From an optimization exercise on the open Yosys and OpenROAD flow, aimed at small area; shortcuts taken in it are not production practice.
In this exercise RTL edits were held to simulation tests only and were not proved equivalent to the original.
Power figures rest on the tool's default switching activity, not on a simulated workload.

==> flow/design.v (outline; a module is shown in full before it is edited, if it fits) <==
// module ALU_16_bit: 1875 lines
module ALU_16_bit(
input wire [15:0] A,
input wire [15:0] B,
input wire [3:0] ALU_FUN,
input wire clk,
output reg [15:0] ALU_OUT,
output wire Carry_Flag,
output wire Arith_Flag,
output wire Logic_Flag,
output wire CMP_Flag,
output wire Shift_Flag
);
  // ...
==> flow/run.sh <==
#!/bin/bash
# synth_recipe.tcl (not shown) runs the flow's synth.tcl, then flattens the netlist and writes it again
# the make line also repeats each setting of config.mk as NAME=value (left out here)
make -C /OpenROAD-flow-scripts/flow DESIGN_CONFIG=/design/flow/config.mk WORK_HOME=/design/flow/orfs CLKGATE_MAP_FILE= SYNTH_SCRIPT=/design/flow/synth_recipe.tcl finish
==> flow/config.mk <==
export PLATFORM = sky130hd
export DESIGN_NAME = ALU_16_bit
export DESIGN_NICKNAME = ALU_16_bit
export VERILOG_FILES = /design/flow/design.v
export SDC_FILE = /design/flow/constraint.sdc
export NUM_CORES = 4
export LEC_CHECK = 0
export ABC_AREA = 1
export CAP_MARGIN = 0
export CORE_MARGIN = 2
export CORE_UTILIZATION = 40
export CTS_BUF_LIST = sky130_fd_sc_hd__clkbuf_4
export SLEW_MARGIN = 0
==> flow/constraint.sdc <==
create_clock -name core_clock -period 31.0 [get_ports {clk}]
set_input_delay 6.2000 -clock core_clock [delete_from_list [all_inputs] [get_ports {clk}]]
set_output_delay 6.2000 -clock core_clock [all_outputs]
set_load 0.01 [all_outputs]
==> impl_metrics.yaml, run 1 <==
sta:
  finalMaxSlewViolations: 0
  setup_slack_ns: 2.140
clock_network:
  path_clk_slew_ns: 0.11
  htree_levels: 1
  clock_sinks: 16
  clock-root-buffer: "clkbuf_4"
final_layout:
  diodes: 0
  buf_share_pct: 11.84
  nets: 1815
  inv_count: 206
  reg_top3: "ALU_OUT: 16 flops"
  clk_share_pct: 0.2298
  seq_share_pct: 2.801
  n_fill_cell: 2521
  largest_reg_flops: 16
power_and_ir_drop:
  p_switching_uw: 158.9
  clock_power_share_pct: 4.4
  p_clk_uw: 12.7
  p_total_uw: 287.8
logic_synthesis:
  syn_area_per_cell_um2: 6.284
  synthFlopType: "dfxtp_1"
  synth_edf_count: 0
  ys_ff_latch: 16
drt:
  drc: 0
  wl_met2_mm: 16.15
die:
  rows: 57
run_status:
  status: "no timing/DRC/antenna violations"
setup_path:
  startpoint_type: "primary input"
  critPathLaunch: "B[12]"
global_route:
  use_met2_pct: 44.89
  gr-usage-met3_pct: 1.860
  grt.busiest_layer: "met2"
placed_design:
  post-place-ws_ns: -0.9819
  dpl_cell_area_um2: 10960
==> inputs of run 2 (changes only) <==
==> flow/design.v (replaced) <==
module ALU_16_bit(
input wire [15:0] A,
input wire [15:0] B,
input wire [3:0] ALU_FUN,
input wire clk,
output reg [15:0] ALU_OUT,
output wire Carry_Flag,
output wire Arith_Flag,
output wire Logic_Flag,
output wire CMP_Flag,
output wire Shift_Flag
);
wire is_add = ALU_FUN == 4'b0000;
wire is_sub = ALU_FUN == 4'b0001;
wire is_mul = ALU_FUN == 4'b0010;
wire is_div = ALU_FUN == 4'b0011;
wire is_as  = ALU_FUN[3:1] == 3'b000;
wire is_shr = ALU_FUN == 4'b1101;
wire is_shl = ALU_FUN == 4'b1110;
wire is_eq  = ALU_FUN == 4'b1010;
wire is_gt  = ALU_FUN == 4'b1011;
wire is_lt  = ALU_FUN == 4'b1100;
assign Arith_Flag = ALU_FUN[3:2] == 2'b00;
assign Logic_Flag = (ALU_FUN[3:2] == 2'b01) | (ALU_FUN[3:1] == 3'b100);
assign CMP_Flag   = is_eq | is_gt | is_lt;
assign Shift_Flag = is_shr | is_shl;
wire as_sub = ~is_add;
wire [15:0] bs = B ^ {16{as_sub}};
wire [16:0] cc;
assign cc[0] = as_sub;
genvar gi;
generate for (gi = 0; gi < 16; gi = gi + 1) begin : cchain
  assign cc[gi+1] = (A[gi] & bs[gi]) | ((A[gi] | bs[gi]) & cc[gi]);
end endgenerate
wire [15:0] as_sum = A ^ bs ^ cc[15:0];
wire ge = cc[16];
wire eq = ~|(A ^ B);
assign Carry_Flag = (is_add & ge) | (is_sub & ~ge);
wire [15:0] nb = ~B;
wire [15:0] zhi;
assign zhi[0] = 1'b1;
generate for (gi = 1; gi < 16; gi = gi + 1) begin : zh
  assign zhi[gi] = zhi[gi-1] & ~B[16-gi];
end endgenerate
wire bnz = |B;
wire [15:0] zd = zhi & {16{is_div & bnz}};
wire [15:0] ma = A & {16{is_mul}};
wire [15:0] q;
assign x16 = A | {16{is_mul}};
wire [15:0] x0;
wire [15:0] x1;
wire [15:0] x2;
wire [15:0] x3;
wire [15:0] x4;
wire [15:0] x5;
wire [15:0] x6;
wire [15:0] x7;
wire [15:0] x8;
wire [15:0] x9;
wire [15:0] x10;
wire [15:0] x11;
wire [15:0] x12;
wire [15:0] x13;
wire [15:0] x14;
wire [15:0] x15;
wire [15:0] x16;
wire co15;
wire r15_g0;
wire r15_t0;
wire r15_s0;
wire sel15;
wire co14;
wire r14_g0;
wire r14_t0;
wire r14_g1;
wire r14_t1;
wire r14_r1_g;
wire r14_s0;
wire r14_s1;
wire sel14;
wire co13;
wire r13_g0;
wire r13_t0;
wire r13_g1;
wire r13_t1;
wire r13_g2;
wire r13_t2;
wire r13_r1_g;
wire r13_r2_g;
wire r13_s0;
wire r13_s1;
wire r13_s2;
wire sel13;
wire co12;
wire r12_g0;
wire r12_t0;
wire r12_g1;
wire r12_t1;
wire r12_g2;
wire r12_t2;
wire r12_g3;
wire r12_t3;
wire r12_r1_g;
wire r12_r2_g;
wire r12_r3_g;
wire r12_s0;
wire r12_s1;
wire r12_s2;
wire r12_s3;
wire sel12;
wire co11;
wire r11_g0;
wire r11_t0;
wire r11_g1;
wire r11_t1;
wire r11_g2;
wire r11_t2;
wire r11_g3;
wire r11_t3;
wire r11_g4;
wire r11_t4;
wire r11_r1_g;
wire r11_r2_g;
wire r11_r3_g;
wire r11_r4_g;
wire r11_s0;
wire r11_s1;
wire r11_s2;
wire r11_s3;
wire r11_s4;
wire sel11;
wire co10;
wire r10_g0;
wire r10_t0;
wire r10_g1;
wire r10_t1;
wire r10_g2;
wire r10_t2;
wire r10_g3;
wire r10_t3;
wire r10_g4;
wire r10_t4;
wire r10_g5;
wire r10_t5;
wire r10_r1_g;
wire r10_r2_g;
wire r10_r3_g;
wire r10_r4_g;
wire r10_r5_g;
wire r10_s0;
wire r10_s1;
wire r10_s2;
wire r10_s3;
wire r10_s4;
wire r10_s5;
wire sel10;
wire co9;
wire r9_g0;
wire r9_t0;
wire r9_g1;
wire r9_t1;
wire r9_g2;
wire r9_t2;
wire r9_g3;
wire r9_t3;
wire r9_g4;
wire r9_t4;
wire r9_g5;
wire r9_t5;
wire r9_g6;
wire r9_t6;
wire r9_r1_g;
wire r9_r2_g;
wire r9_r3_g;
wire r9_r4_g;
wire r9_r5_g;
wire r9_r6_g;
wire r9_s0;
wire r9_s1;
wire r9_s2;
wire r9_s3;
wire r9_s4;
wire r9_s5;
wire r9_s6;
wire sel9;
wire co8;
wire r8_g0;
wire r8_t0;
wire r8_g1;
wire r8_t1;
wire r8_g2;
wire r8_t2;
wire r8_g3;
wire r8_t3;
wire r8_g4;
wire r8_t4;
wire r8_g5;
wire r8_t5;
wire r8_g6;
wire r8_t6;
wire r8_g7;
wire r8_t7;
wire r8_r1_g;
wire r8_r2_g;
wire r8_r3_g;
wire r8_r4_g;
wire r8_r5_g;
wire r8_r6_g;
wire r8_r7_g;
wire r8_s0;
wire r8_s1;
wire r8_s2;
wire r8_s3;
wire r8_s4;
wire r8_s5;
wire r8_s6;
wire r8_s7;
wire sel8;
wire co7;
wire r7_g0;
wire r7_t0;
wire r7_g1;
wire r7_t1;
wire r7_g2;
wire r7_t2;
wire r7_g3;
wire r7_t3;
wire r7_g4;
wire r7_t4;
wire r7_g5;
wire r7_t5;
wire r7_g6;
wire r7_t6;
wire r7_g7;
wire r7_t7;
wire r7_g8;
wire r7_t8;
wire r7_r1_g;
wire r7_r2_g;
wire r7_r3_g;
wire r7_r4_g;
wire r7_r5_g;
wire r7_r6_g;
wire r7_r7_g;
wire r7_r8_g;
wire r7_s0;
wire r7_s1;
wire r7_s2;
wire r7_s3;
wire r7_s4;
wire r7_s5;
wire r7_s6;
wire r7_s7;
wire r7_s8;
wire sel7;
wire co6;
wire r6_g0;
wire r6_t0;
wire r6_g1;
wire r6_t1;
wire r6_g2;
wire r6_t2;
wire r6_g3;
wire r6_t3;
wire r6_g4;
wire r6_t4;
wire r6_g5;
wire r6_t5;
wire r6_g6;
wire r6_t6;
wire r6_g7;
wire r6_t7;
wire r6_g8;
wire r6_t8;
wire r6_g9;
wire r6_t9;
wire r6_r1_g;
wire r6_r2_g;
wire r6_r3_g;
wire r6_r4_g;
wire r6_r5_g;
wire r6_r6_g;
wire r6_r7_g;
wire r6_r8_g;
wire r6_r9_g;
wire r6_s0;
wire r6_s1;
wire r6_s2;
wire r6_s3;
wire r6_s4;
wire r6_s5;
wire r6_s6;
wire r6_s7;
wire r6_s8;
wire r6_s9;
wire sel6;
wire co5;
wire r5_g0;
wire r5_t0;
wire r5_g1;
wire r5_t1;
wire r5_g2;
wire r5_t2;
wire r5_g3;
wire r5_t3;
wire r5_g4;
wire r5_t4;
wire r5_g5;
wire r5_t5;
wire r5_g6;
wire r5_t6;
wire r5_g7;
wire r5_t7;
wire r5_g8;
wire r5_t8;
wire r5_g9;
wire r5_t9;
wire r5_g10;
wire r5_t10;
wire r5_r1_g;
wire r5_r2_g;
wire r5_r3_g;
wire r5_r4_g;
wire r5_r5_g;
wire r5_r6_g;
wire r5_r7_g;
wire r5_r8_g;
wire r5_r9_g;
wire r5_r10_g;
wire r5_s0;
wire r5_s1;
wire r5_s2;
wire r5_s3;
wire r5_s4;
wire r5_s5;
wire r5_s6;
wire r5_s7;
wire r5_s8;
wire r5_s9;
wire r5_s10;
wire sel5;
wire co4;
wire r4_g0;
wire r4_t0;
wire r4_g1;
wire r4_t1;
wire r4_g2;
wire r4_t2;
wire r4_g3;
wire r4_t3;
wire r4_g4;
wire r4_t4;
wire r4_g5;
wire r4_t5;
wire r4_g6;
wire r4_t6;
wire r4_g7;
wire r4_t7;
wire r4_g8;
wire r4_t8;
wire r4_g9;
wire r4_t9;
wire r4_g10;
wire r4_t10;
wire r4_g11;
wire r4_t11;
wire r4_r1_g;
wire r4_r2_g;
wire r4_r3_g;
wire r4_r4_g;
wire r4_r5_g;
wire r4_r6_g;
wire r4_r7_g;
wire r4_r8_g;
wire r4_r9_g;
wire r4_r10_g;
wire r4_r11_g;
wire r4_s0;
wire r4_s1;
wire r4_s2;
wire r4_s3;
wire r4_s4;
wire r4_s5;
wire r4_s6;
wire r4_s7;
wire r4_s8;
wire r4_s9;
wire r4_s10;
wire r4_s11;
wire sel4;
wire co3;
wire r3_g0;
wire r3_t0;
wire r3_g1;
wire r3_t1;
wire r3_g2;
wire r3_t2;
wire r3_g3;
wire r3_t3;
wire r3_g4;
wire r3_t4;
wire r3_g5;
wire r3_t5;
wire r3_g6;
wire r3_t6;
wire r3_g7;
wire r3_t7;
wire r3_g8;
wire r3_t8;
wire r3_g9;
wire r3_t9;
wire r3_g10;
wire r3_t10;
wire r3_g11;
wire r3_t11;
wire r3_g12;
wire r3_t12;
wire r3_r1_g;
wire r3_r2_g;
wire r3_r3_g;
wire r3_r4_g;
wire r3_r5_g;
wire r3_r6_g;
wire r3_r7_g;
wire r3_r8_g;
wire r3_r9_g;
wire r3_r10_g;
wire r3_r11_g;
wire r3_r12_g;
wire r3_s0;
wire r3_s1;
wire r3_s2;
wire r3_s3;
wire r3_s4;
wire r3_s5;
wire r3_s6;
wire r3_s7;
wire r3_s8;
wire r3_s9;
wire r3_s10;
wire r3_s11;
wire r3_s12;
wire sel3;
wire co2;
wire r2_g0;
wire r2_t0;
wire r2_g1;
wire r2_t1;
wire r2_g2;
wire r2_t2;
wire r2_g3;
wire r2_t3;
wire r2_g4;
wire r2_t4;
wire r2_g5;
wire r2_t5;
wire r2_g6;
wire r2_t6;
wire r2_g7;
wire r2_t7;
wire r2_g8;
wire r2_t8;
wire r2_g9;
wire r2_t9;
wire r2_g10;
wire r2_t10;
wire r2_g11;
wire r2_t11;
wire r2_g12;
wire r2_t12;
wire r2_g13;
wire r2_t13;
wire r2_r1_g;
wire r2_r2_g;
wire r2_r3_g;
wire r2_r4_g;
wire r2_r5_g;
wire r2_r6_g;
wire r2_r7_g;
wire r2_r8_g;
wire r2_r9_g;
wire r2_r10_g;
wire r2_r11_g;
wire r2_r12_g;
wire r2_r13_g;
wire r2_s0;
wire r2_s1;
wire r2_s2;
wire r2_s3;
wire r2_s4;
wire r2_s5;
wire r2_s6;
wire r2_s7;
wire r2_s8;
wire r2_s9;
wire r2_s10;
wire r2_s11;
wire r2_s12;
wire r2_s13;
wire sel2;
wire co1;
wire r1_g0;
wire r1_t0;
wire r1_g1;
wire r1_t1;
wire r1_g2;
wire r1_t2;
wire r1_g3;
wire r1_t3;
wire r1_g4;
wire r1_t4;
wire r1_g5;
wire r1_t5;
wire r1_g6;
wire r1_t6;
wire r1_g7;
wire r1_t7;
wire r1_g8;
wire r1_t8;
wire r1_g9;
wire r1_t9;
wire r1_g10;
wire r1_t10;
wire r1_g11;
wire r1_t11;
wire r1_g12;
wire r1_t12;
wire r1_g13;
wire r1_t13;
wire r1_g14;
wire r1_t14;
wire r1_r1_g;
wire r1_r2_g;
wire r1_r3_g;
wire r1_r4_g;
wire r1_r5_g;
wire r1_r6_g;
wire r1_r7_g;
wire r1_r8_g;
wire r1_r9_g;
wire r1_r10_g;
wire r1_r11_g;
wire r1_r12_g;
wire r1_r13_g;
wire r1_r14_g;
wire r1_s0;
wire r1_s1;
wire r1_s2;
wire r1_s3;
wire r1_s4;
wire r1_s5;
wire r1_s6;
wire r1_s7;
wire r1_s8;
wire r1_s9;
wire r1_s10;
wire r1_s11;
wire r1_s12;
wire r1_s13;
wire r1_s14;
wire sel1;
wire co0;
wire r0_g0;
wire r0_t0;
wire r0_g1;
wire r0_t1;
wire r0_g2;
wire r0_t2;
wire r0_g3;
wire r0_t3;
wire r0_g4;
wire r0_t4;
wire r0_g5;
wire r0_t5;
wire r0_g6;
wire r0_t6;
wire r0_g7;
wire r0_t7;
wire r0_g8;
wire r0_t8;
wire r0_g9;
wire r0_t9;
wire r0_g10;
wire r0_t10;
wire r0_g11;
wire r0_t11;
wire r0_g12;
wire r0_t12;
wire r0_g13;
wire r0_t13;
wire r0_g14;
wire r0_t14;
wire r0_g15;
wire r0_t15;
wire r0_r1_g;
wire r0_r2_g;
wire r0_r3_g;
wire r0_r4_g;
wire r0_r5_g;
wire r0_r6_g;
wire r0_r7_g;
wire r0_r8_g;
wire r0_r9_g;
wire r0_r10_g;
wire r0_r11_g;
wire r0_r12_g;
wire r0_r13_g;
wire r0_r14_g;
wire r0_r15_g;
wire r0_s0;
wire r0_s1;
wire r0_s2;
wire r0_s3;
wire r0_s4;
wire r0_s5;
wire r0_s6;
wire r0_s7;
wire r0_s8;
wire r0_s9;
wire r0_s10;
wire r0_s11;
wire r0_s12;
wire r0_s13;
wire r0_s14;
wire r0_s15;
wire sel0;
assign r15_g0 = x16[15] | nb[0];
assign r15_t0 = x16[15] | nb[0];
assign co15 = r15_g0;
assign r15_s0 = x16[15] ^ (nb[0] ^ 1'b1);
assign q[15] = co15 & zd[15];
assign sel15 = q[15] | ma[15];
assign x15[15] = x16[15] ^ (sel15 & (nb[0] ^ 1'b1));
assign x15[14:0] = x16[14:0];
assign r14_g0 = x15[14] | nb[0];
assign r14_t0 = x15[14] | nb[0];
assign r14_g1 = x15[15] & nb[1];
assign r14_t1 = x15[15] | nb[1];
assign r14_r1_g = r14_g1 | (r14_t1 & r14_g0);
assign co14 = r14_r1_g;
assign r14_s0 = x15[14] ^ (nb[0] ^ 1'b1);
assign r14_s1 = x15[15] ^ (nb[1] ^ r14_g0);
assign q[14] = co14 & zd[14];
assign sel14 = q[14] | ma[14];
assign x14[14] = x15[14] ^ (sel14 & (nb[0] ^ 1'b1));
assign x14[15] = x15[15] ^ (sel14 & (nb[1] ^ r14_g0));
assign x14[13:0] = x15[13:0];
assign r13_g0 = x14[13] | nb[0];
assign r13_t0 = x14[13] | nb[0];
assign r13_g1 = x14[14] & nb[1];
assign r13_t1 = x14[14] | nb[1];
assign r13_g2 = x14[15] & nb[2];
assign r13_t2 = x14[15] | nb[2];
assign r13_r1_g = r13_g1 | (r13_t1 & r13_g0);
assign r13_r2_g = r13_g2 | (r13_t2 & r13_r1_g);
assign co13 = r13_r2_g;
assign r13_s0 = x14[13] ^ (nb[0] ^ 1'b1);
assign r13_s1 = x14[14] ^ (nb[1] ^ r13_g0);
assign r13_s2 = x14[15] ^ (nb[2] ^ r13_r1_g);
assign q[13] = co13 & zd[13];
assign sel13 = q[13] | ma[13];
assign x13[13] = x14[13] ^ (sel13 & (nb[0] ^ 1'b1));
assign x13[14] = x14[14] ^ (sel13 & (nb[1] ^ r13_g0));
assign x13[15] = x14[15] ^ (sel13 & (nb[2] ^ r13_r1_g));
assign x13[12:0] = x14[12:0];
assign r12_g0 = x13[12] | nb[0];
assign r12_t0 = x13[12] | nb[0];
assign r12_g1 = x13[13] & nb[1];
assign r12_t1 = x13[13] | nb[1];
assign r12_g2 = x13[14] & nb[2];
assign r12_t2 = x13[14] | nb[2];
assign r12_g3 = x13[15] & nb[3];
assign r12_t3 = x13[15] | nb[3];
assign r12_r1_g = r12_g1 | (r12_t1 & r12_g0);
assign r12_r2_g = r12_g2 | (r12_t2 & r12_r1_g);
assign r12_r3_g = r12_g3 | (r12_t3 & r12_r2_g);
assign co12 = r12_r3_g;
assign r12_s0 = x13[12] ^ (nb[0] ^ 1'b1);
assign r12_s1 = x13[13] ^ (nb[1] ^ r12_g0);
assign r12_s2 = x13[14] ^ (nb[2] ^ r12_r1_g);
assign r12_s3 = x13[15] ^ (nb[3] ^ r12_r2_g);
assign q[12] = co12 & zd[12];
assign sel12 = q[12] | ma[12];
assign x12[12] = x13[12] ^ (sel12 & (nb[0] ^ 1'b1));
assign x12[13] = x13[13] ^ (sel12 & (nb[1] ^ r12_g0));
assign x12[14] = x13[14] ^ (sel12 & (nb[2] ^ r12_r1_g));
assign x12[15] = x13[15] ^ (sel12 & (nb[3] ^ r12_r2_g));
assign x12[11:0] = x13[11:0];
assign r11_g0 = x12[11] | nb[0];
assign r11_t0 = x12[11] | nb[0];
assign r11_g1 = x12[12] & nb[1];
assign r11_t1 = x12[12] | nb[1];
assign r11_g2 = x12[13] & nb[2];
assign r11_t2 = x12[13] | nb[2];
assign r11_g3 = x12[14] & nb[3];
assign r11_t3 = x12[14] | nb[3];
assign r11_g4 = x12[15] & nb[4];
assign r11_t4 = x12[15] | nb[4];
assign r11_r1_g = r11_g1 | (r11_t1 & r11_g0);
assign r11_r2_g = r11_g2 | (r11_t2 & r11_r1_g);
assign r11_r3_g = r11_g3 | (r11_t3 & r11_r2_g);
assign r11_r4_g = r11_g4 | (r11_t4 & r11_r3_g);
assign co11 = r11_r4_g;
assign r11_s0 = x12[11] ^ (nb[0] ^ 1'b1);
assign r11_s1 = x12[12] ^ (nb[1] ^ r11_g0);
assign r11_s2 = x12[13] ^ (nb[2] ^ r11_r1_g);
assign r11_s3 = x12[14] ^ (nb[3] ^ r11_r2_g);
assign r11_s4 = x12[15] ^ (nb[4] ^ r11_r3_g);
assign q[11] = co11 & zd[11];
assign sel11 = q[11] | ma[11];
assign x11[11] = x12[11] ^ (sel11 & (nb[0] ^ 1'b1));
assign x11[12] = x12[12] ^ (sel11 & (nb[1] ^ r11_g0));
assign x11[13] = x12[13] ^ (sel11 & (nb[2] ^ r11_r1_g));
assign x11[14] = x12[14] ^ (sel11 & (nb[3] ^ r11_r2_g));
assign x11[15] = x12[15] ^ (sel11 & (nb[4] ^ r11_r3_g));
assign x11[10:0] = x12[10:0];
assign r10_g0 = x11[10] | nb[0];
assign r10_t0 = x11[10] | nb[0];
assign r10_g1 = x11[11] & nb[1];
assign r10_t1 = x11[11] | nb[1];
assign r10_g2 = x11[12] & nb[2];
assign r10_t2 = x11[12] | nb[2];
assign r10_g3 = x11[13] & nb[3];
assign r10_t3 = x11[13] | nb[3];
assign r10_g4 = x11[14] & nb[4];
assign r10_t4 = x11[14] | nb[4];
assign r10_g5 = x11[15] & nb[5];
assign r10_t5 = x11[15] | nb[5];
assign r10_r1_g = r10_g1 | (r10_t1 & r10_g0);
assign r10_r2_g = r10_g2 | (r10_t2 & r10_r1_g);
assign r10_r3_g = r10_g3 | (r10_t3 & r10_r2_g);
assign r10_r4_g = r10_g4 | (r10_t4 & r10_r3_g);
assign r10_r5_g = r10_g5 | (r10_t5 & r10_r4_g);
assign co10 = r10_r5_g;
assign r10_s0 = x11[10] ^ (nb[0] ^ 1'b1);
assign r10_s1 = x11[11] ^ (nb[1] ^ r10_g0);
assign r10_s2 = x11[12] ^ (nb[2] ^ r10_r1_g);
assign r10_s3 = x11[13] ^ (nb[3] ^ r10_r2_g);
assign r10_s4 = x11[14] ^ (nb[4] ^ r10_r3_g);
assign r10_s5 = x11[15] ^ (nb[5] ^ r10_r4_g);
assign q[10] = co10 & zd[10];
assign sel10 = q[10] | ma[10];
assign x10[10] = x11[10] ^ (sel10 & (nb[0] ^ 1'b1));
assign x10[11] = x11[11] ^ (sel10 & (nb[1] ^ r10_g0));
assign x10[12] = x11[12] ^ (sel10 & (nb[2] ^ r10_r1_g));
assign x10[13] = x11[13] ^ (sel10 & (nb[3] ^ r10_r2_g));
assign x10[14] = x11[14] ^ (sel10 & (nb[4] ^ r10_r3_g));
assign x10[15] = x11[15] ^ (sel10 & (nb[5] ^ r10_r4_g));
assign x10[9:0] = x11[9:0];
assign r9_g0 = x10[9] | nb[0];
assign r9_t0 = x10[9] | nb[0];
assign r9_g1 = x10[10] & nb[1];
assign r9_t1 = x10[10] | nb[1];
assign r9_g2 = x10[11] & nb[2];
assign r9_t2 = x10[11] | nb[2];
assign r9_g3 = x10[12] & nb[3];
assign r9_t3 = x10[12] | nb[3];
assign r9_g4 = x10[13] & nb[4];
assign r9_t4 = x10[13] | nb[4];
assign r9_g5 = x10[14] & nb[5];
assign r9_t5 = x10[14] | nb[5];
assign r9_g6 = x10[15] & nb[6];
assign r9_t6 = x10[15] | nb[6];
assign r9_r1_g = r9_g1 | (r9_t1 & r9_g0);
assign r9_r2_g = r9_g2 | (r9_t2 & r9_r1_g);
assign r9_r3_g = r9_g3 | (r9_t3 & r9_r2_g);
assign r9_r4_g = r9_g4 | (r9_t4 & r9_r3_g);
assign r9_r5_g = r9_g5 | (r9_t5 & r9_r4_g);
assign r9_r6_g = r9_g6 | (r9_t6 & r9_r5_g);
assign co9 = r9_r6_g;
assign r9_s0 = x10[9] ^ (nb[0] ^ 1'b1);
assign r9_s1 = x10[10] ^ (nb[1] ^ r9_g0);
assign r9_s2 = x10[11] ^ (nb[2] ^ r9_r1_g);
assign r9_s3 = x10[12] ^ (nb[3] ^ r9_r2_g);
assign r9_s4 = x10[13] ^ (nb[4] ^ r9_r3_g);
assign r9_s5 = x10[14] ^ (nb[5] ^ r9_r4_g);
assign r9_s6 = x10[15] ^ (nb[6] ^ r9_r5_g);
assign q[9] = co9 & zd[9];
assign sel9 = q[9] | ma[9];
assign x9[9] = x10[9] ^ (sel9 & (nb[0] ^ 1'b1));
assign x9[10] = x10[10] ^ (sel9 & (nb[1] ^ r9_g0));
assign x9[11] = x10[11] ^ (sel9 & (nb[2] ^ r9_r1_g));
assign x9[12] = x10[12] ^ (sel9 & (nb[3] ^ r9_r2_g));
assign x9[13] = x10[13] ^ (sel9 & (nb[4] ^ r9_r3_g));
assign x9[14] = x10[14] ^ (sel9 & (nb[5] ^ r9_r4_g));
assign x9[15] = x10[15] ^ (sel9 & (nb[6] ^ r9_r5_g));
assign x9[8:0] = x10[8:0];
assign r8_g0 = x9[8] | nb[0];
assign r8_t0 = x9[8] | nb[0];
assign r8_g1 = x9[9] & nb[1];
assign r8_t1 = x9[9] | nb[1];
assign r8_g2 = x9[10] & nb[2];
assign r8_t2 = x9[10] | nb[2];
assign r8_g3 = x9[11] & nb[3];
assign r8_t3 = x9[11] | nb[3];
assign r8_g4 = x9[12] & nb[4];
assign r8_t4 = x9[12] | nb[4];
assign r8_g5 = x9[13] & nb[5];
assign r8_t5 = x9[13] | nb[5];
assign r8_g6 = x9[14] & nb[6];
assign r8_t6 = x9[14] | nb[6];
assign r8_g7 = x9[15] & nb[7];
assign r8_t7 = x9[15] | nb[7];
assign r8_r1_g = r8_g1 | (r8_t1 & r8_g0);
assign r8_r2_g = r8_g2 | (r8_t2 & r8_r1_g);
assign r8_r3_g = r8_g3 | (r8_t3 & r8_r2_g);
assign r8_r4_g = r8_g4 | (r8_t4 & r8_r3_g);
assign r8_r5_g = r8_g5 | (r8_t5 & r8_r4_g);
assign r8_r6_g = r8_g6 | (r8_t6 & r8_r5_g);
assign r8_r7_g = r8_g7 | (r8_t7 & r8_r6_g);
assign co8 = r8_r7_g;
assign r8_s0 = x9[8] ^ (nb[0] ^ 1'b1);
assign r8_s1 = x9[9] ^ (nb[1] ^ r8_g0);
assign r8_s2 = x9[10] ^ (nb[2] ^ r8_r1_g);
assign r8_s3 = x9[11] ^ (nb[3] ^ r8_r2_g);
assign r8_s4 = x9[12] ^ (nb[4] ^ r8_r3_g);
assign r8_s5 = x9[13] ^ (nb[5] ^ r8_r4_g);
assign r8_s6 = x9[14] ^ (nb[6] ^ r8_r5_g);
assign r8_s7 = x9[15] ^ (nb[7] ^ r8_r6_g);
assign q[8] = co8 & zd[8];
assign sel8 = q[8] | ma[8];
assign x8[8] = x9[8] ^ (sel8 & (nb[0] ^ 1'b1));
assign x8[9] = x9[9] ^ (sel8 & (nb[1] ^ r8_g0));
assign x8[10] = x9[10] ^ (sel8 & (nb[2] ^ r8_r1_g));
assign x8[11] = x9[11] ^ (sel8 & (nb[3] ^ r8_r2_g));
assign x8[12] = x9[12] ^ (sel8 & (nb[4] ^ r8_r3_g));
assign x8[13] = x9[13] ^ (sel8 & (nb[5] ^ r8_r4_g));
assign x8[14] = x9[14] ^ (sel8 & (nb[6] ^ r8_r5_g));
assign x8[15] = x9[15] ^ (sel8 & (nb[7] ^ r8_r6_g));
assign x8[7:0] = x9[7:0];
assign r7_g0 = x8[7] | nb[0];
assign r7_t0 = x8[7] | nb[0];
assign r7_g1 = x8[8] & nb[1];
assign r7_t1 = x8[8] | nb[1];
assign r7_g2 = x8[9] & nb[2];
assign r7_t2 = x8[9] | nb[2];
assign r7_g3 = x8[10] & nb[3];
assign r7_t3 = x8[10] | nb[3];
assign r7_g4 = x8[11] & nb[4];
assign r7_t4 = x8[11] | nb[4];
assign r7_g5 = x8[12] & nb[5];
assign r7_t5 = x8[12] | nb[5];
assign r7_g6 = x8[13] & nb[6];
assign r7_t6 = x8[13] | nb[6];
assign r7_g7 = x8[14] & nb[7];
assign r7_t7 = x8[14] | nb[7];
assign r7_g8 = x8[15] & nb[8];
assign r7_t8 = x8[15] | nb[8];
assign r7_r1_g = r7_g1 | (r7_t1 & r7_g0);
assign r7_r2_g = r7_g2 | (r7_t2 & r7_r1_g);
assign r7_r3_g = r7_g3 | (r7_t3 & r7_r2_g);
assign r7_r4_g = r7_g4 | (r7_t4 & r7_r3_g);
assign r7_r5_g = r7_g5 | (r7_t5 & r7_r4_g);
assign r7_r6_g = r7_g6 | (r7_t6 & r7_r5_g);
assign r7_r7_g = r7_g7 | (r7_t7 & r7_r6_g);
assign r7_r8_g = r7_g8 | (r7_t8 & r7_r7_g);
assign co7 = r7_r8_g;
assign r7_s0 = x8[7] ^ (nb[0] ^ 1'b1);
assign r7_s1 = x8[8] ^ (nb[1] ^ r7_g0);
assign r7_s2 = x8[9] ^ (nb[2] ^ r7_r1_g);
assign r7_s3 = x8[10] ^ (nb[3] ^ r7_r2_g);
assign r7_s4 = x8[11] ^ (nb[4] ^ r7_r3_g);
assign r7_s5 = x8[12] ^ (nb[5] ^ r7_r4_g);
assign r7_s6 = x8[13] ^ (nb[6] ^ r7_r5_g);
assign r7_s7 = x8[14] ^ (nb[7] ^ r7_r6_g);
assign r7_s8 = x8[15] ^ (nb[8] ^ r7_r7_g);
assign q[7] = co7 & zd[7];
assign sel7 = q[7] | ma[7];
assign x7[7] = x8[7] ^ (sel7 & (nb[0] ^ 1'b1));
assign x7[8] = x8[8] ^ (sel7 & (nb[1] ^ r7_g0));
assign x7[9] = x8[9] ^ (sel7 & (nb[2] ^ r7_r1_g));
assign x7[10] = x8[10] ^ (sel7 & (nb[3] ^ r7_r2_g));
assign x7[11] = x8[11] ^ (sel7 & (nb[4] ^ r7_r3_g));
assign x7[12] = x8[12] ^ (sel7 & (nb[5] ^ r7_r4_g));
assign x7[13] = x8[13] ^ (sel7 & (nb[6] ^ r7_r5_g));
assign x7[14] = x8[14] ^ (sel7 & (nb[7] ^ r7_r6_g));
assign x7[15] = x8[15] ^ (sel7 & (nb[8] ^ r7_r7_g));
assign x7[6:0] = x8[6:0];
assign r6_g0 = x7[6] | nb[0];
assign r6_t0 = x7[6] | nb[0];
assign r6_g1 = x7[7] & nb[1];
assign r6_t1 = x7[7] | nb[1];
assign r6_g2 = x7[8] & nb[2];
assign r6_t2 = x7[8] | nb[2];
assign r6_g3 = x7[9] & nb[3];
assign r6_t3 = x7[9] | nb[3];
assign r6_g4 = x7[10] & nb[4];
assign r6_t4 = x7[10] | nb[4];
assign r6_g5 = x7[11] & nb[5];
assign r6_t5 = x7[11] | nb[5];
assign r6_g6 = x7[12] & nb[6];
assign r6_t6 = x7[12] | nb[6];
assign r6_g7 = x7[13] & nb[7];
assign r6_t7 = x7[13] | nb[7];
assign r6_g8 = x7[14] & nb[8];
assign r6_t8 = x7[14] | nb[8];
assign r6_g9 = x7[15] & nb[9];
assign r6_t9 = x7[15] | nb[9];
assign r6_r1_g = r6_g1 | (r6_t1 & r6_g0);
assign r6_r2_g = r6_g2 | (r6_t2 & r6_r1_g);
assign r6_r3_g = r6_g3 | (r6_t3 & r6_r2_g);
assign r6_r4_g = r6_g4 | (r6_t4 & r6_r3_g);
assign r6_r5_g = r6_g5 | (r6_t5 & r6_r4_g);
assign r6_r6_g = r6_g6 | (r6_t6 & r6_r5_g);
assign r6_r7_g = r6_g7 | (r6_t7 & r6_r6_g);
assign r6_r8_g = r6_g8 | (r6_t8 & r6_r7_g);
assign r6_r9_g = r6_g9 | (r6_t9 & r6_r8_g);
assign co6 = r6_r9_g;
assign r6_s0 = x7[6] ^ (nb[0] ^ 1'b1);
assign r6_s1 = x7[7] ^ (nb[1] ^ r6_g0);
assign r6_s2 = x7[8] ^ (nb[2] ^ r6_r1_g);
assign r6_s3 = x7[9] ^ (nb[3] ^ r6_r2_g);
assign r6_s4 = x7[10] ^ (nb[4] ^ r6_r3_g);
assign r6_s5 = x7[11] ^ (nb[5] ^ r6_r4_g);
assign r6_s6 = x7[12] ^ (nb[6] ^ r6_r5_g);
assign r6_s7 = x7[13] ^ (nb[7] ^ r6_r6_g);
assign r6_s8 = x7[14] ^ (nb[8] ^ r6_r7_g);
assign r6_s9 = x7[15] ^ (nb[9] ^ r6_r8_g);
assign q[6] = co6 & zd[6];
assign sel6 = q[6] | ma[6];
assign x6[6] = x7[6] ^ (sel6 & (nb[0] ^ 1'b1));
assign x6[7] = x7[7] ^ (sel6 & (nb[1] ^ r6_g0));
assign x6[8] = x7[8] ^ (sel6 & (nb[2] ^ r6_r1_g));
assign x6[9] = x7[9] ^ (sel6 & (nb[3] ^ r6_r2_g));
assign x6[10] = x7[10] ^ (sel6 & (nb[4] ^ r6_r3_g));
assign x6[11] = x7[11] ^ (sel6 & (nb[5] ^ r6_r4_g));
assign x6[12] = x7[12] ^ (sel6 & (nb[6] ^ r6_r5_g));
assign x6[13] = x7[13] ^ (sel6 & (nb[7] ^ r6_r6_g));
assign x6[14] = x7[14] ^ (sel6 & (nb[8] ^ r6_r7_g));
assign x6[15] = x7[15] ^ (sel6 & (nb[9] ^ r6_r8_g));
assign x6[5:0] = x7[5:0];
assign r5_g0 = x6[5] | nb[0];
assign r5_t0 = x6[5] | nb[0];
assign r5_g1 = x6[6] & nb[1];
assign r5_t1 = x6[6] | nb[1];
assign r5_g2 = x6[7] & nb[2];
assign r5_t2 = x6[7] | nb[2];
assign r5_g3 = x6[8] & nb[3];
assign r5_t3 = x6[8] | nb[3];
assign r5_g4 = x6[9] & nb[4];
assign r5_t4 = x6[9] | nb[4];
assign r5_g5 = x6[10] & nb[5];
assign r5_t5 = x6[10] | nb[5];
assign r5_g6 = x6[11] & nb[6];
assign r5_t6 = x6[11] | nb[6];
assign r5_g7 = x6[12] & nb[7];
assign r5_t7 = x6[12] | nb[7];
assign r5_g8 = x6[13] & nb[8];
assign r5_t8 = x6[13] | nb[8];
assign r5_g9 = x6[14] & nb[9];
assign r5_t9 = x6[14] | nb[9];
assign r5_g10 = x6[15] & nb[10];
assign r5_t10 = x6[15] | nb[10];
assign r5_r1_g = r5_g1 | (r5_t1 & r5_g0);
assign r5_r2_g = r5_g2 | (r5_t2 & r5_r1_g);
assign r5_r3_g = r5_g3 | (r5_t3 & r5_r2_g);
assign r5_r4_g = r5_g4 | (r5_t4 & r5_r3_g);
assign r5_r5_g = r5_g5 | (r5_t5 & r5_r4_g);
assign r5_r6_g = r5_g6 | (r5_t6 & r5_r5_g);
assign r5_r7_g = r5_g7 | (r5_t7 & r5_r6_g);
assign r5_r8_g = r5_g8 | (r5_t8 & r5_r7_g);
assign r5_r9_g = r5_g9 | (r5_t9 & r5_r8_g);
assign r5_r10_g = r5_g10 | (r5_t10 & r5_r9_g);
assign co5 = r5_r10_g;
assign r5_s0 = x6[5] ^ (nb[0] ^ 1'b1);
assign r5_s1 = x6[6] ^ (nb[1] ^ r5_g0);
assign r5_s2 = x6[7] ^ (nb[2] ^ r5_r1_g);
assign r5_s3 = x6[8] ^ (nb[3] ^ r5_r2_g);
assign r5_s4 = x6[9] ^ (nb[4] ^ r5_r3_g);
assign r5_s5 = x6[10] ^ (nb[5] ^ r5_r4_g);
assign r5_s6 = x6[11] ^ (nb[6] ^ r5_r5_g);
assign r5_s7 = x6[12] ^ (nb[7] ^ r5_r6_g);
assign r5_s8 = x6[13] ^ (nb[8] ^ r5_r7_g);
assign r5_s9 = x6[14] ^ (nb[9] ^ r5_r8_g);
assign r5_s10 = x6[15] ^ (nb[10] ^ r5_r9_g);
assign q[5] = co5 & zd[5];
assign sel5 = q[5] | ma[5];
assign x5[5] = x6[5] ^ (sel5 & (nb[0] ^ 1'b1));
assign x5[6] = x6[6] ^ (sel5 & (nb[1] ^ r5_g0));
assign x5[7] = x6[7] ^ (sel5 & (nb[2] ^ r5_r1_g));
assign x5[8] = x6[8] ^ (sel5 & (nb[3] ^ r5_r2_g));
assign x5[9] = x6[9] ^ (sel5 & (nb[4] ^ r5_r3_g));
assign x5[10] = x6[10] ^ (sel5 & (nb[5] ^ r5_r4_g));
assign x5[11] = x6[11] ^ (sel5 & (nb[6] ^ r5_r5_g));
assign x5[12] = x6[12] ^ (sel5 & (nb[7] ^ r5_r6_g));
assign x5[13] = x6[13] ^ (sel5 & (nb[8] ^ r5_r7_g));
assign x5[14] = x6[14] ^ (sel5 & (nb[9] ^ r5_r8_g));
assign x5[15] = x6[15] ^ (sel5 & (nb[10] ^ r5_r9_g));
assign x5[4:0] = x6[4:0];
assign r4_g0 = x5[4] | nb[0];
assign r4_t0 = x5[4] | nb[0];
assign r4_g1 = x5[5] & nb[1];
assign r4_t1 = x5[5] | nb[1];
assign r4_g2 = x5[6] & nb[2];
assign r4_t2 = x5[6] | nb[2];
assign r4_g3 = x5[7] & nb[3];
assign r4_t3 = x5[7] | nb[3];
assign r4_g4 = x5[8] & nb[4];
assign r4_t4 = x5[8] | nb[4];
assign r4_g5 = x5[9] & nb[5];
assign r4_t5 = x5[9] | nb[5];
assign r4_g6 = x5[10] & nb[6];
assign r4_t6 = x5[10] | nb[6];
assign r4_g7 = x5[11] & nb[7];
assign r4_t7 = x5[11] | nb[7];
assign r4_g8 = x5[12] & nb[8];
assign r4_t8 = x5[12] | nb[8];
assign r4_g9 = x5[13] & nb[9];
assign r4_t9 = x5[13] | nb[9];
assign r4_g10 = x5[14] & nb[10];
assign r4_t10 = x5[14] | nb[10];
assign r4_g11 = x5[15] & nb[11];
assign r4_t11 = x5[15] | nb[11];
assign r4_r1_g = r4_g1 | (r4_t1 & r4_g0);
assign r4_r2_g = r4_g2 | (r4_t2 & r4_r1_g);
assign r4_r3_g = r4_g3 | (r4_t3 & r4_r2_g);
assign r4_r4_g = r4_g4 | (r4_t4 & r4_r3_g);
assign r4_r5_g = r4_g5 | (r4_t5 & r4_r4_g);
assign r4_r6_g = r4_g6 | (r4_t6 & r4_r5_g);
assign r4_r7_g = r4_g7 | (r4_t7 & r4_r6_g);
assign r4_r8_g = r4_g8 | (r4_t8 & r4_r7_g);
assign r4_r9_g = r4_g9 | (r4_t9 & r4_r8_g);
assign r4_r10_g = r4_g10 | (r4_t10 & r4_r9_g);
assign r4_r11_g = r4_g11 | (r4_t11 & r4_r10_g);
assign co4 = r4_r11_g;
assign r4_s0 = x5[4] ^ (nb[0] ^ 1'b1);
assign r4_s1 = x5[5] ^ (nb[1] ^ r4_g0);
assign r4_s2 = x5[6] ^ (nb[2] ^ r4_r1_g);
assign r4_s3 = x5[7] ^ (nb[3] ^ r4_r2_g);
assign r4_s4 = x5[8] ^ (nb[4] ^ r4_r3_g);
assign r4_s5 = x5[9] ^ (nb[5] ^ r4_r4_g);
assign r4_s6 = x5[10] ^ (nb[6] ^ r4_r5_g);
assign r4_s7 = x5[11] ^ (nb[7] ^ r4_r6_g);
assign r4_s8 = x5[12] ^ (nb[8] ^ r4_r7_g);
assign r4_s9 = x5[13] ^ (nb[9] ^ r4_r8_g);
assign r4_s10 = x5[14] ^ (nb[10] ^ r4_r9_g);
assign r4_s11 = x5[15] ^ (nb[11] ^ r4_r10_g);
assign q[4] = co4 & zd[4];
assign sel4 = q[4] | ma[4];
assign x4[4] = x5[4] ^ (sel4 & (nb[0] ^ 1'b1));
assign x4[5] = x5[5] ^ (sel4 & (nb[1] ^ r4_g0));
assign x4[6] = x5[6] ^ (sel4 & (nb[2] ^ r4_r1_g));
assign x4[7] = x5[7] ^ (sel4 & (nb[3] ^ r4_r2_g));
assign x4[8] = x5[8] ^ (sel4 & (nb[4] ^ r4_r3_g));
assign x4[9] = x5[9] ^ (sel4 & (nb[5] ^ r4_r4_g));
assign x4[10] = x5[10] ^ (sel4 & (nb[6] ^ r4_r5_g));
assign x4[11] = x5[11] ^ (sel4 & (nb[7] ^ r4_r6_g));
assign x4[12] = x5[12] ^ (sel4 & (nb[8] ^ r4_r7_g));
assign x4[13] = x5[13] ^ (sel4 & (nb[9] ^ r4_r8_g));
assign x4[14] = x5[14] ^ (sel4 & (nb[10] ^ r4_r9_g));
assign x4[15] = x5[15] ^ (sel4 & (nb[11] ^ r4_r10_g));
assign x4[3:0] = x5[3:0];
assign r3_g0 = x4[3] | nb[0];
assign r3_t0 = x4[3] | nb[0];
assign r3_g1 = x4[4] & nb[1];
assign r3_t1 = x4[4] | nb[1];
assign r3_g2 = x4[5] & nb[2];
assign r3_t2 = x4[5] | nb[2];
assign r3_g3 = x4[6] & nb[3];
assign r3_t3 = x4[6] | nb[3];
assign r3_g4 = x4[7] & nb[4];
assign r3_t4 = x4[7] | nb[4];
assign r3_g5 = x4[8] & nb[5];
assign r3_t5 = x4[8] | nb[5];
assign r3_g6 = x4[9] & nb[6];
assign r3_t6 = x4[9] | nb[6];
assign r3_g7 = x4[10] & nb[7];
assign r3_t7 = x4[10] | nb[7];
assign r3_g8 = x4[11] & nb[8];
assign r3_t8 = x4[11] | nb[8];
assign r3_g9 = x4[12] & nb[9];
assign r3_t9 = x4[12] | nb[9];
assign r3_g10 = x4[13] & nb[10];
assign r3_t10 = x4[13] | nb[10];
assign r3_g11 = x4[14] & nb[11];
assign r3_t11 = x4[14] | nb[11];
assign r3_g12 = x4[15] & nb[12];
assign r3_t12 = x4[15] | nb[12];
assign r3_r1_g = r3_g1 | (r3_t1 & r3_g0);
assign r3_r2_g = r3_g2 | (r3_t2 & r3_r1_g);
assign r3_r3_g = r3_g3 | (r3_t3 & r3_r2_g);
assign r3_r4_g = r3_g4 | (r3_t4 & r3_r3_g);
assign r3_r5_g = r3_g5 | (r3_t5 & r3_r4_g);
assign r3_r6_g = r3_g6 | (r3_t6 & r3_r5_g);
assign r3_r7_g = r3_g7 | (r3_t7 & r3_r6_g);
assign r3_r8_g = r3_g8 | (r3_t8 & r3_r7_g);
assign r3_r9_g = r3_g9 | (r3_t9 & r3_r8_g);
assign r3_r10_g = r3_g10 | (r3_t10 & r3_r9_g);
assign r3_r11_g = r3_g11 | (r3_t11 & r3_r10_g);
assign r3_r12_g = r3_g12 | (r3_t12 & r3_r11_g);
assign co3 = r3_r12_g;
assign r3_s0 = x4[3] ^ (nb[0] ^ 1'b1);
assign r3_s1 = x4[4] ^ (nb[1] ^ r3_g0);
assign r3_s2 = x4[5] ^ (nb[2] ^ r3_r1_g);
assign r3_s3 = x4[6] ^ (nb[3] ^ r3_r2_g);
assign r3_s4 = x4[7] ^ (nb[4] ^ r3_r3_g);
assign r3_s5 = x4[8] ^ (nb[5] ^ r3_r4_g);
assign r3_s6 = x4[9] ^ (nb[6] ^ r3_r5_g);
assign r3_s7 = x4[10] ^ (nb[7] ^ r3_r6_g);
assign r3_s8 = x4[11] ^ (nb[8] ^ r3_r7_g);
assign r3_s9 = x4[12] ^ (nb[9] ^ r3_r8_g);
assign r3_s10 = x4[13] ^ (nb[10] ^ r3_r9_g);
assign r3_s11 = x4[14] ^ (nb[11] ^ r3_r10_g);
assign r3_s12 = x4[15] ^ (nb[12] ^ r3_r11_g);
assign q[3] = co3 & zd[3];
assign sel3 = q[3] | ma[3];
assign x3[3] = x4[3] ^ (sel3 & (nb[0] ^ 1'b1));
assign x3[4] = x4[4] ^ (sel3 & (nb[1] ^ r3_g0));
assign x3[5] = x4[5] ^ (sel3 & (nb[2] ^ r3_r1_g));
assign x3[6] = x4[6] ^ (sel3 & (nb[3] ^ r3_r2_g));
assign x3[7] = x4[7] ^ (sel3 & (nb[4] ^ r3_r3_g));
assign x3[8] = x4[8] ^ (sel3 & (nb[5] ^ r3_r4_g));
assign x3[9] = x4[9] ^ (sel3 & (nb[6] ^ r3_r5_g));
assign x3[10] = x4[10] ^ (sel3 & (nb[7] ^ r3_r6_g));
assign x3[11] = x4[11] ^ (sel3 & (nb[8] ^ r3_r7_g));
assign x3[12] = x4[12] ^ (sel3 & (nb[9] ^ r3_r8_g));
assign x3[13] = x4[13] ^ (sel3 & (nb[10] ^ r3_r9_g));
assign x3[14] = x4[14] ^ (sel3 & (nb[11] ^ r3_r10_g));
assign x3[15] = x4[15] ^ (sel3 & (nb[12] ^ r3_r11_g));
assign x3[2:0] = x4[2:0];
assign r2_g0 = x3[2] | nb[0];
assign r2_t0 = x3[2] | nb[0];
assign r2_g1 = x3[3] & nb[1];
assign r2_t1 = x3[3] | nb[1];
assign r2_g2 = x3[4] & nb[2];
assign r2_t2 = x3[4] | nb[2];
assign r2_g3 = x3[5] & nb[3];
assign r2_t3 = x3[5] | nb[3];
assign r2_g4 = x3[6] & nb[4];
assign r2_t4 = x3[6] | nb[4];
assign r2_g5 = x3[7] & nb[5];
assign r2_t5 = x3[7] | nb[5];
assign r2_g6 = x3[8] & nb[6];
assign r2_t6 = x3[8] | nb[6];
assign r2_g7 = x3[9] & nb[7];
assign r2_t7 = x3[9] | nb[7];
assign r2_g8 = x3[10] & nb[8];
assign r2_t8 = x3[10] | nb[8];
assign r2_g9 = x3[11] & nb[9];
assign r2_t9 = x3[11] | nb[9];
assign r2_g10 = x3[12] & nb[10];
assign r2_t10 = x3[12] | nb[10];
assign r2_g11 = x3[13] & nb[11];
assign r2_t11 = x3[13] | nb[11];
assign r2_g12 = x3[14] & nb[12];
assign r2_t12 = x3[14] | nb[12];
assign r2_g13 = x3[15] & nb[13];
assign r2_t13 = x3[15] | nb[13];
assign r2_r1_g = r2_g1 | (r2_t1 & r2_g0);
assign r2_r2_g = r2_g2 | (r2_t2 & r2_r1_g);
assign r2_r3_g = r2_g3 | (r2_t3 & r2_r2_g);
assign r2_r4_g = r2_g4 | (r2_t4 & r2_r3_g);
assign r2_r5_g = r2_g5 | (r2_t5 & r2_r4_g);
assign r2_r6_g = r2_g6 | (r2_t6 & r2_r5_g);
assign r2_r7_g = r2_g7 | (r2_t7 & r2_r6_g);
assign r2_r8_g = r2_g8 | (r2_t8 & r2_r7_g);
assign r2_r9_g = r2_g9 | (r2_t9 & r2_r8_g);
assign r2_r10_g = r2_g10 | (r2_t10 & r2_r9_g);
assign r2_r11_g = r2_g11 | (r2_t11 & r2_r10_g);
assign r2_r12_g = r2_g12 | (r2_t12 & r2_r11_g);
assign r2_r13_g = r2_g13 | (r2_t13 & r2_r12_g);
assign co2 = r2_r13_g;
assign r2_s0 = x3[2] ^ (nb[0] ^ 1'b1);
assign r2_s1 = x3[3] ^ (nb[1] ^ r2_g0);
assign r2_s2 = x3[4] ^ (nb[2] ^ r2_r1_g);
assign r2_s3 = x3[5] ^ (nb[3] ^ r2_r2_g);
assign r2_s4 = x3[6] ^ (nb[4] ^ r2_r3_g);
assign r2_s5 = x3[7] ^ (nb[5] ^ r2_r4_g);
assign r2_s6 = x3[8] ^ (nb[6] ^ r2_r5_g);
assign r2_s7 = x3[9] ^ (nb[7] ^ r2_r6_g);
assign r2_s8 = x3[10] ^ (nb[8] ^ r2_r7_g);
assign r2_s9 = x3[11] ^ (nb[9] ^ r2_r8_g);
assign r2_s10 = x3[12] ^ (nb[10] ^ r2_r9_g);
assign r2_s11 = x3[13] ^ (nb[11] ^ r2_r10_g);
assign r2_s12 = x3[14] ^ (nb[12] ^ r2_r11_g);
assign r2_s13 = x3[15] ^ (nb[13] ^ r2_r12_g);
assign q[2] = co2 & zd[2];
assign sel2 = q[2] | ma[2];
assign x2[2] = x3[2] ^ (sel2 & (nb[0] ^ 1'b1));
assign x2[3] = x3[3] ^ (sel2 & (nb[1] ^ r2_g0));
assign x2[4] = x3[4] ^ (sel2 & (nb[2] ^ r2_r1_g));
assign x2[5] = x3[5] ^ (sel2 & (nb[3] ^ r2_r2_g));
assign x2[6] = x3[6] ^ (sel2 & (nb[4] ^ r2_r3_g));
assign x2[7] = x3[7] ^ (sel2 & (nb[5] ^ r2_r4_g));
assign x2[8] = x3[8] ^ (sel2 & (nb[6] ^ r2_r5_g));
assign x2[9] = x3[9] ^ (sel2 & (nb[7] ^ r2_r6_g));
assign x2[10] = x3[10] ^ (sel2 & (nb[8] ^ r2_r7_g));
assign x2[11] = x3[11] ^ (sel2 & (nb[9] ^ r2_r8_g));
assign x2[12] = x3[12] ^ (sel2 & (nb[10] ^ r2_r9_g));
assign x2[13] = x3[13] ^ (sel2 & (nb[11] ^ r2_r10_g));
assign x2[14] = x3[14] ^ (sel2 & (nb[12] ^ r2_r11_g));
assign x2[15] = x3[15] ^ (sel2 & (nb[13] ^ r2_r12_g));
assign x2[1:0] = x3[1:0];
assign r1_g0 = x2[1] | nb[0];
assign r1_t0 = x2[1] | nb[0];
assign r1_g1 = x2[2] & nb[1];
assign r1_t1 = x2[2] | nb[1];
assign r1_g2 = x2[3] & nb[2];
assign r1_t2 = x2[3] | nb[2];
assign r1_g3 = x2[4] & nb[3];
assign r1_t3 = x2[4] | nb[3];
assign r1_g4 = x2[5] & nb[4];
assign r1_t4 = x2[5] | nb[4];
assign r1_g5 = x2[6] & nb[5];
assign r1_t5 = x2[6] | nb[5];
assign r1_g6 = x2[7] & nb[6];
assign r1_t6 = x2[7] | nb[6];
assign r1_g7 = x2[8] & nb[7];
assign r1_t7 = x2[8] | nb[7];
assign r1_g8 = x2[9] & nb[8];
assign r1_t8 = x2[9] | nb[8];
assign r1_g9 = x2[10] & nb[9];
assign r1_t9 = x2[10] | nb[9];
assign r1_g10 = x2[11] & nb[10];
assign r1_t10 = x2[11] | nb[10];
assign r1_g11 = x2[12] & nb[11];
assign r1_t11 = x2[12] | nb[11];
assign r1_g12 = x2[13] & nb[12];
assign r1_t12 = x2[13] | nb[12];
assign r1_g13 = x2[14] & nb[13];
assign r1_t13 = x2[14] | nb[13];
assign r1_g14 = x2[15] & nb[14];
assign r1_t14 = x2[15] | nb[14];
assign r1_r1_g = r1_g1 | (r1_t1 & r1_g0);
assign r1_r2_g = r1_g2 | (r1_t2 & r1_r1_g);
assign r1_r3_g = r1_g3 | (r1_t3 & r1_r2_g);
assign r1_r4_g = r1_g4 | (r1_t4 & r1_r3_g);
assign r1_r5_g = r1_g5 | (r1_t5 & r1_r4_g);
assign r1_r6_g = r1_g6 | (r1_t6 & r1_r5_g);
assign r1_r7_g = r1_g7 | (r1_t7 & r1_r6_g);
assign r1_r8_g = r1_g8 | (r1_t8 & r1_r7_g);
assign r1_r9_g = r1_g9 | (r1_t9 & r1_r8_g);
assign r1_r10_g = r1_g10 | (r1_t10 & r1_r9_g);
assign r1_r11_g = r1_g11 | (r1_t11 & r1_r10_g);
assign r1_r12_g = r1_g12 | (r1_t12 & r1_r11_g);
assign r1_r13_g = r1_g13 | (r1_t13 & r1_r12_g);
assign r1_r14_g = r1_g14 | (r1_t14 & r1_r13_g);
assign co1 = r1_r14_g;
assign r1_s0 = x2[1] ^ (nb[0] ^ 1'b1);
assign r1_s1 = x2[2] ^ (nb[1] ^ r1_g0);
assign r1_s2 = x2[3] ^ (nb[2] ^ r1_r1_g);
assign r1_s3 = x2[4] ^ (nb[3] ^ r1_r2_g);
assign r1_s4 = x2[5] ^ (nb[4] ^ r1_r3_g);
assign r1_s5 = x2[6] ^ (nb[5] ^ r1_r4_g);
assign r1_s6 = x2[7] ^ (nb[6] ^ r1_r5_g);
assign r1_s7 = x2[8] ^ (nb[7] ^ r1_r6_g);
assign r1_s8 = x2[9] ^ (nb[8] ^ r1_r7_g);
assign r1_s9 = x2[10] ^ (nb[9] ^ r1_r8_g);
assign r1_s10 = x2[11] ^ (nb[10] ^ r1_r9_g);
assign r1_s11 = x2[12] ^ (nb[11] ^ r1_r10_g);
assign r1_s12 = x2[13] ^ (nb[12] ^ r1_r11_g);
assign r1_s13 = x2[14] ^ (nb[13] ^ r1_r12_g);
assign r1_s14 = x2[15] ^ (nb[14] ^ r1_r13_g);
assign q[1] = co1 & zd[1];
assign sel1 = q[1] | ma[1];
assign x1[1] = x2[1] ^ (sel1 & (nb[0] ^ 1'b1));
assign x1[2] = x2[2] ^ (sel1 & (nb[1] ^ r1_g0));
assign x1[3] = x2[3] ^ (sel1 & (nb[2] ^ r1_r1_g));
assign x1[4] = x2[4] ^ (sel1 & (nb[3] ^ r1_r2_g));
assign x1[5] = x2[5] ^ (sel1 & (nb[4] ^ r1_r3_g));
assign x1[6] = x2[6] ^ (sel1 & (nb[5] ^ r1_r4_g));
assign x1[7] = x2[7] ^ (sel1 & (nb[6] ^ r1_r5_g));
assign x1[8] = x2[8] ^ (sel1 & (nb[7] ^ r1_r6_g));
assign x1[9] = x2[9] ^ (sel1 & (nb[8] ^ r1_r7_g));
assign x1[10] = x2[10] ^ (sel1 & (nb[9] ^ r1_r8_g));
assign x1[11] = x2[11] ^ (sel1 & (nb[10] ^ r1_r9_g));
assign x1[12] = x2[12] ^ (sel1 & (nb[11] ^ r1_r10_g));
assign x1[13] = x2[13] ^ (sel1 & (nb[12] ^ r1_r11_g));
assign x1[14] = x2[14] ^ (sel1 & (nb[13] ^ r1_r12_g));
assign x1[15] = x2[15] ^ (sel1 & (nb[14] ^ r1_r13_g));
assign x1[0:0] = x2[0:0];
assign r0_g0 = x1[0] | nb[0];
assign r0_t0 = x1[0] | nb[0];
assign r0_g1 = x1[1] & nb[1];
assign r0_t1 = x1[1] | nb[1];
assign r0_g2 = x1[2] & nb[2];
assign r0_t2 = x1[2] | nb[2];
assign r0_g3 = x1[3] & nb[3];
assign r0_t3 = x1[3] | nb[3];
assign r0_g4 = x1[4] & nb[4];
assign r0_t4 = x1[4] | nb[4];
assign r0_g5 = x1[5] & nb[5];
assign r0_t5 = x1[5] | nb[5];
assign r0_g6 = x1[6] & nb[6];
assign r0_t6 = x1[6] | nb[6];
assign r0_g7 = x1[7] & nb[7];
assign r0_t7 = x1[7] | nb[7];
assign r0_g8 = x1[8] & nb[8];
assign r0_t8 = x1[8] | nb[8];
assign r0_g9 = x1[9] & nb[9];
assign r0_t9 = x1[9] | nb[9];
assign r0_g10 = x1[10] & nb[10];
assign r0_t10 = x1[10] | nb[10];
assign r0_g11 = x1[11] & nb[11];
assign r0_t11 = x1[11] | nb[11];
assign r0_g12 = x1[12] & nb[12];
assign r0_t12 = x1[12] | nb[12];
assign r0_g13 = x1[13] & nb[13];
assign r0_t13 = x1[13] | nb[13];
assign r0_g14 = x1[14] & nb[14];
assign r0_t14 = x1[14] | nb[14];
assign r0_g15 = x1[15] & nb[15];
assign r0_t15 = x1[15] | nb[15];
assign r0_r1_g = r0_g1 | (r0_t1 & r0_g0);
assign r0_r2_g = r0_g2 | (r0_t2 & r0_r1_g);
assign r0_r3_g = r0_g3 | (r0_t3 & r0_r2_g);
assign r0_r4_g = r0_g4 | (r0_t4 & r0_r3_g);
assign r0_r5_g = r0_g5 | (r0_t5 & r0_r4_g);
assign r0_r6_g = r0_g6 | (r0_t6 & r0_r5_g);
assign r0_r7_g = r0_g7 | (r0_t7 & r0_r6_g);
assign r0_r8_g = r0_g8 | (r0_t8 & r0_r7_g);
assign r0_r9_g = r0_g9 | (r0_t9 & r0_r8_g);
assign r0_r10_g = r0_g10 | (r0_t10 & r0_r9_g);
assign r0_r11_g = r0_g11 | (r0_t11 & r0_r10_g);
assign r0_r12_g = r0_g12 | (r0_t12 & r0_r11_g);
assign r0_r13_g = r0_g13 | (r0_t13 & r0_r12_g);
assign r0_r14_g = r0_g14 | (r0_t14 & r0_r13_g);
assign r0_r15_g = r0_g15 | (r0_t15 & r0_r14_g);
assign co0 = r0_r15_g;
assign r0_s0 = x1[0] ^ (nb[0] ^ 1'b1);
assign r0_s1 = x1[1] ^ (nb[1] ^ r0_g0);
assign r0_s2 = x1[2] ^ (nb[2] ^ r0_r1_g);
assign r0_s3 = x1[3] ^ (nb[3] ^ r0_r2_g);
assign r0_s4 = x1[4] ^ (nb[4] ^ r0_r3_g);
assign r0_s5 = x1[5] ^ (nb[5] ^ r0_r4_g);
assign r0_s6 = x1[6] ^ (nb[6] ^ r0_r5_g);
assign r0_s7 = x1[7] ^ (nb[7] ^ r0_r6_g);
assign r0_s8 = x1[8] ^ (nb[8] ^ r0_r7_g);
assign r0_s9 = x1[9] ^ (nb[9] ^ r0_r8_g);
assign r0_s10 = x1[10] ^ (nb[10] ^ r0_r9_g);
assign r0_s11 = x1[11] ^ (nb[11] ^ r0_r10_g);
assign r0_s12 = x1[12] ^ (nb[12] ^ r0_r11_g);
assign r0_s13 = x1[13] ^ (nb[13] ^ r0_r12_g);
assign r0_s14 = x1[14] ^ (nb[14] ^ r0_r13_g);
assign r0_s15 = x1[15] ^ (nb[15] ^ r0_r14_g);
assign q[0] = co0 & zd[0];
assign sel0 = q[0] | ma[0];
assign x0[0] = x1[0] ^ (sel0 & (nb[0] ^ 1'b1));
assign x0[1] = x1[1] ^ (sel0 & (nb[1] ^ r0_g0));
assign x0[2] = x1[2] ^ (sel0 & (nb[2] ^ r0_r1_g));
assign x0[3] = x1[3] ^ (sel0 & (nb[3] ^ r0_r2_g));
assign x0[4] = x1[4] ^ (sel0 & (nb[4] ^ r0_r3_g));
assign x0[5] = x1[5] ^ (sel0 & (nb[5] ^ r0_r4_g));
assign x0[6] = x1[6] ^ (sel0 & (nb[6] ^ r0_r5_g));
assign x0[7] = x1[7] ^ (sel0 & (nb[7] ^ r0_r6_g));
assign x0[8] = x1[8] ^ (sel0 & (nb[8] ^ r0_r7_g));
assign x0[9] = x1[9] ^ (sel0 & (nb[9] ^ r0_r8_g));
assign x0[10] = x1[10] ^ (sel0 & (nb[10] ^ r0_r9_g));
assign x0[11] = x1[11] ^ (sel0 & (nb[11] ^ r0_r10_g));
assign x0[12] = x1[12] ^ (sel0 & (nb[12] ^ r0_r11_g));
assign x0[13] = x1[13] ^ (sel0 & (nb[13] ^ r0_r12_g));
assign x0[14] = x1[14] ^ (sel0 & (nb[14] ^ r0_r13_g));
assign x0[15] = x1[15] ^ (sel0 & (nb[15] ^ r0_r14_g));
reg [15:0] lg;
always @(*) begin
  case (ALU_FUN[2:0])
    3'b100: lg = A & B;
    3'b101: lg = A | B;
    3'b110: lg = ~(A & B);
    3'b111: lg = ~(A | B);
    3'b000: lg = A ^ B;
    default: lg = ~(A ^ B);
  endcase
end
wire [15:0] res =
    (~x0 & {16{is_mul}}) |
    q |
    (as_sum & {16{is_as}}) |
    (lg & {16{Logic_Flag}}) |
    ({1'b0, A[15:1]} & {16{is_shr}}) |
    ({A[14:0], 1'b0} & {16{is_shl}}) |
    {14'b0, (is_gt & ge & ~eq) | (is_lt & ~ge), (is_eq & eq) | (is_lt & ~ge)};
always @(posedge clk)
  ALU_OUT <= res;
endmodule
==> impl_metrics.yaml, run 2 <==
sta:
  hold_viol_final: 0
  slew_headroom_pct: 14.29
  finalSetupViolations: 0
  timing.setup.tns_ns: 0
  max_freq_mhz: 38.03
  finalMaxSlewViolations: 0
  fin_crit_sh_pct: 84.83
  min_period_ns: 26.30
  rsz0062_at_grt: "no"
logic_synthesis:
  yosys.area_share.simple_pct: 52.25
  synth_top_family_by_area: "simple AND/OR/NAND/NOR gates"
  ys_ff_latch: 16
  synth_edf_count: 0
  synth_most_common_cell: "nand2_1"
  synth_compound_area_share_pct: 8.499
  synth_top_cell_by_area: "nand2_1"
  synthAdderAreaFrac_pct: 6.838
  synth_common_cells: "nand2_1 (509), inv_1 (216), nand3_1 (207)"
  synth_area_um2: 10250
  synth_cells: 1685
  synthFlopType: "dfxtp_1"
  syn_area_per_cell_um2: 6.081
  synth-xor-area-share_pct: 12.49
  async_flop_share_pct: 0
  synth.area.mux_share_pct: 0
  syn_nets: 1769
  synth-seq-area-share_pct: 3.126
  ys_types: 51
  synth_top_cells_by_area: "nand2_1 (19%), nand3_2 (11%), nand3_1 (10%)"
  ys_warn_count: 1
  yosysTopAreaCellShare_pct: 18.65
power_and_ir_drop:
  power_switching_share_pct: 58.21
  powerDensity_nw_per_um2: 22.97
  power.leakage_nw: 5.242
  internal-power_uw: 101.4
  p_switching_uw: 141.2
  power_frac_comb_pct: 84.8
  seqPwrFrac_pct: 10.3
  clock_power_share_pct: 4.9
  p_total_uw: 242.6
  peakVddDrop_v: 0.00001424
placed_design:
  portBuffers: 57
clock_network:
  htree_levels: 1
  cts_tree: "built"
  clock-root-buffer: "clkbuf_4"
  post_cts_buffers: 0
  ctsHoldBuffers: 0
  clock_sinks: 16
  clock_path_buffers: 2
  path_clk_slew_ns: 0.11
  cts_resized: 0
global_route:
  overflow: 0
  use_met2_pct: 38.58
  grtUsageTotal_pct: 22.15
  grtUsageMet1_pct: 29.37
  grt_max_degree: 47
  gr-usage-met3_pct: 2.828
  grt_pass1_wl_mm: 48.61
  antenna_found_initial: 0
  grt_pass1_vias: 9659
  grt.busiest_layer: "met2"
drt:
  drtIter0Drc: 648
  viasPerCell: 5.195
  drtAntennaViolNets: 0
  dr.pass1.iters: 5
  drc: 0
  routed_wl_mm: 29.63
  drt-wirelength-per-cell_um: 14.68
final_layout:
  final_cell_mix: "nand2_1 (509), inv_1 (216), nand3_1 (207), nand3_2 (117), xor2_1 (102)"
  final_util_pct: 41.95
  largest_reg_flops: 16
  nets: 1775
  top_register: "ALU_OUT"
  n_fill_cell: 2713
  layout-drive-gt1-share_pct: 16.52
  reg_top3: "ALU_OUT: 16 flops"
  multi_input_area_um2: 8205
  area_growth_pct: 3.102
  seqCellArea_um2: 320.3
  diodes: 0
  final_common_cell: "nand2_1"
setup_path:
  worst_path_largest_cell_delay_ns: 0.57
  critical_path.top_delay_family: "simple AND/OR/NAND/NOR gates"
  crit_type: "primary input to flop"
  startpoint_type: "primary input"
  arrival_ns: 26.46
  required_ns: 31.16
  path_common_cell: "nand3_2"
  cp-end-kind: "flop"
  path_depth: 207
  critPathLaunch: "ALU_FUN[2]"
  cp_max_fo: 46
  setup.worst_path.end: "ALU_OUT[4]"
die:
  fp.dieH_um: 164.0
  core_area_um2: 25180
  rows: 58
  dieWidth_um: 164.0
  die_area_um2: 26910
  start_util_pct: 40.69
run:
  maxCapViolations: 0
worst_hold_path:
  hold_path.class: "primary input to flop"
run_status:
  status: "no timing/DRC/antenna violations"
## run 2: cell count changes in the layout (fill, tap and decap cells not counted), sizes merged, moves of 16 or more
cell   previous run  this run
inv             196       228
buf             104        23
a21oi            36        15
fa               58        15
xor2             59       115
o21ai           126        25
nand2           505       606
ha               48        32
nand3           168       324
## run 2: cells by family (layout without fill, tap and decap cells)
family	Yosys count	in the layout
xor gates and xnor gates	135	135
DFF	16	16
AOI/OAI and AO/OA	122	122
and+or+nand+nor	1055	1055
buffers and inverters	310	314
adders and majority gates	47	47
## run 2: cell type report
type | instances | share of cell area, %
Multi-Input combinational cell | 1359 | 77.67
Inverter | 232 | 8.255
Timing Repair Buffer | 79 | 6.917
Tap cell | 330 | 3.909
Sequential cell | 16 | 3.032
Clock buffer | 3 | 0.2132
## run 2: through the flow
stage	std cells	instance area (um^2)	setup slack, ns
global placement	2016	10540	4.875
floorplan	1685	10250	8.451
finish	2019	10560	4.702
CTS	2019	10560	4.696
detailed placement	2016	10540	4.460
global route	2019	10560	2.034
## run 2: worst min path at each step
| stage | cells past startpoint | slack (ns) | start | end |
|---|---|---|---|---|
| 2_1_floorplan | 2 | 6.33 | A[10] | ALU_OUT[11] |
| 3_3_place_gp | 1 | 6.94 | ALU_OUT[4] | ALU_OUT[4] |
| 3_5_place_dp | 1 | 6.93 | ALU_OUT[4] | ALU_OUT[4] |
| 4_1_cts | 7 | 6.71 | B[0] | ALU_OUT[1] |
| 5_1_grt | 7 | 6.76 | B[0] | ALU_OUT[1] |
| 6_report | 7 | 6.73 | B[0] | ALU_OUT[1] |
## run 2: per-layer routing
| metal | wire (um) | vias to the layer above |
|---|---|---|
| li1 | - | 5380 |
| met1 | 13400 | 4783 |
| met2 | 13810 | 273 |
| met3 | 1801 | 52 |
| met4 | 615 | 0 |
| met5 | 0 | - |
## run 2: power by group through the flow
stage | clock network, mW | logic, mW | registers [mW]
after floorplan | 0 | 0.159 | 0.0272
after global placement | 0 | 0.202 | 0.0255
after detailed placement | 0 | 0.205 | 0.0256
after CTS | 0.0125 | 0.205 | 0.0251
after global routing | 0.0131 | 0.232 | 0.0254
final | 0.0119 | 0.206 | 0.0250

Re-timed with assumed drivers on the ports (clkbuf_16 on the clock, buf_2 on other inputs), run 2 has 4.703 ns of setup slack against 4.702 ns with ideal ports, and 4.386 ns once port delays also move by the mid clock arrival of 0.318 ns.
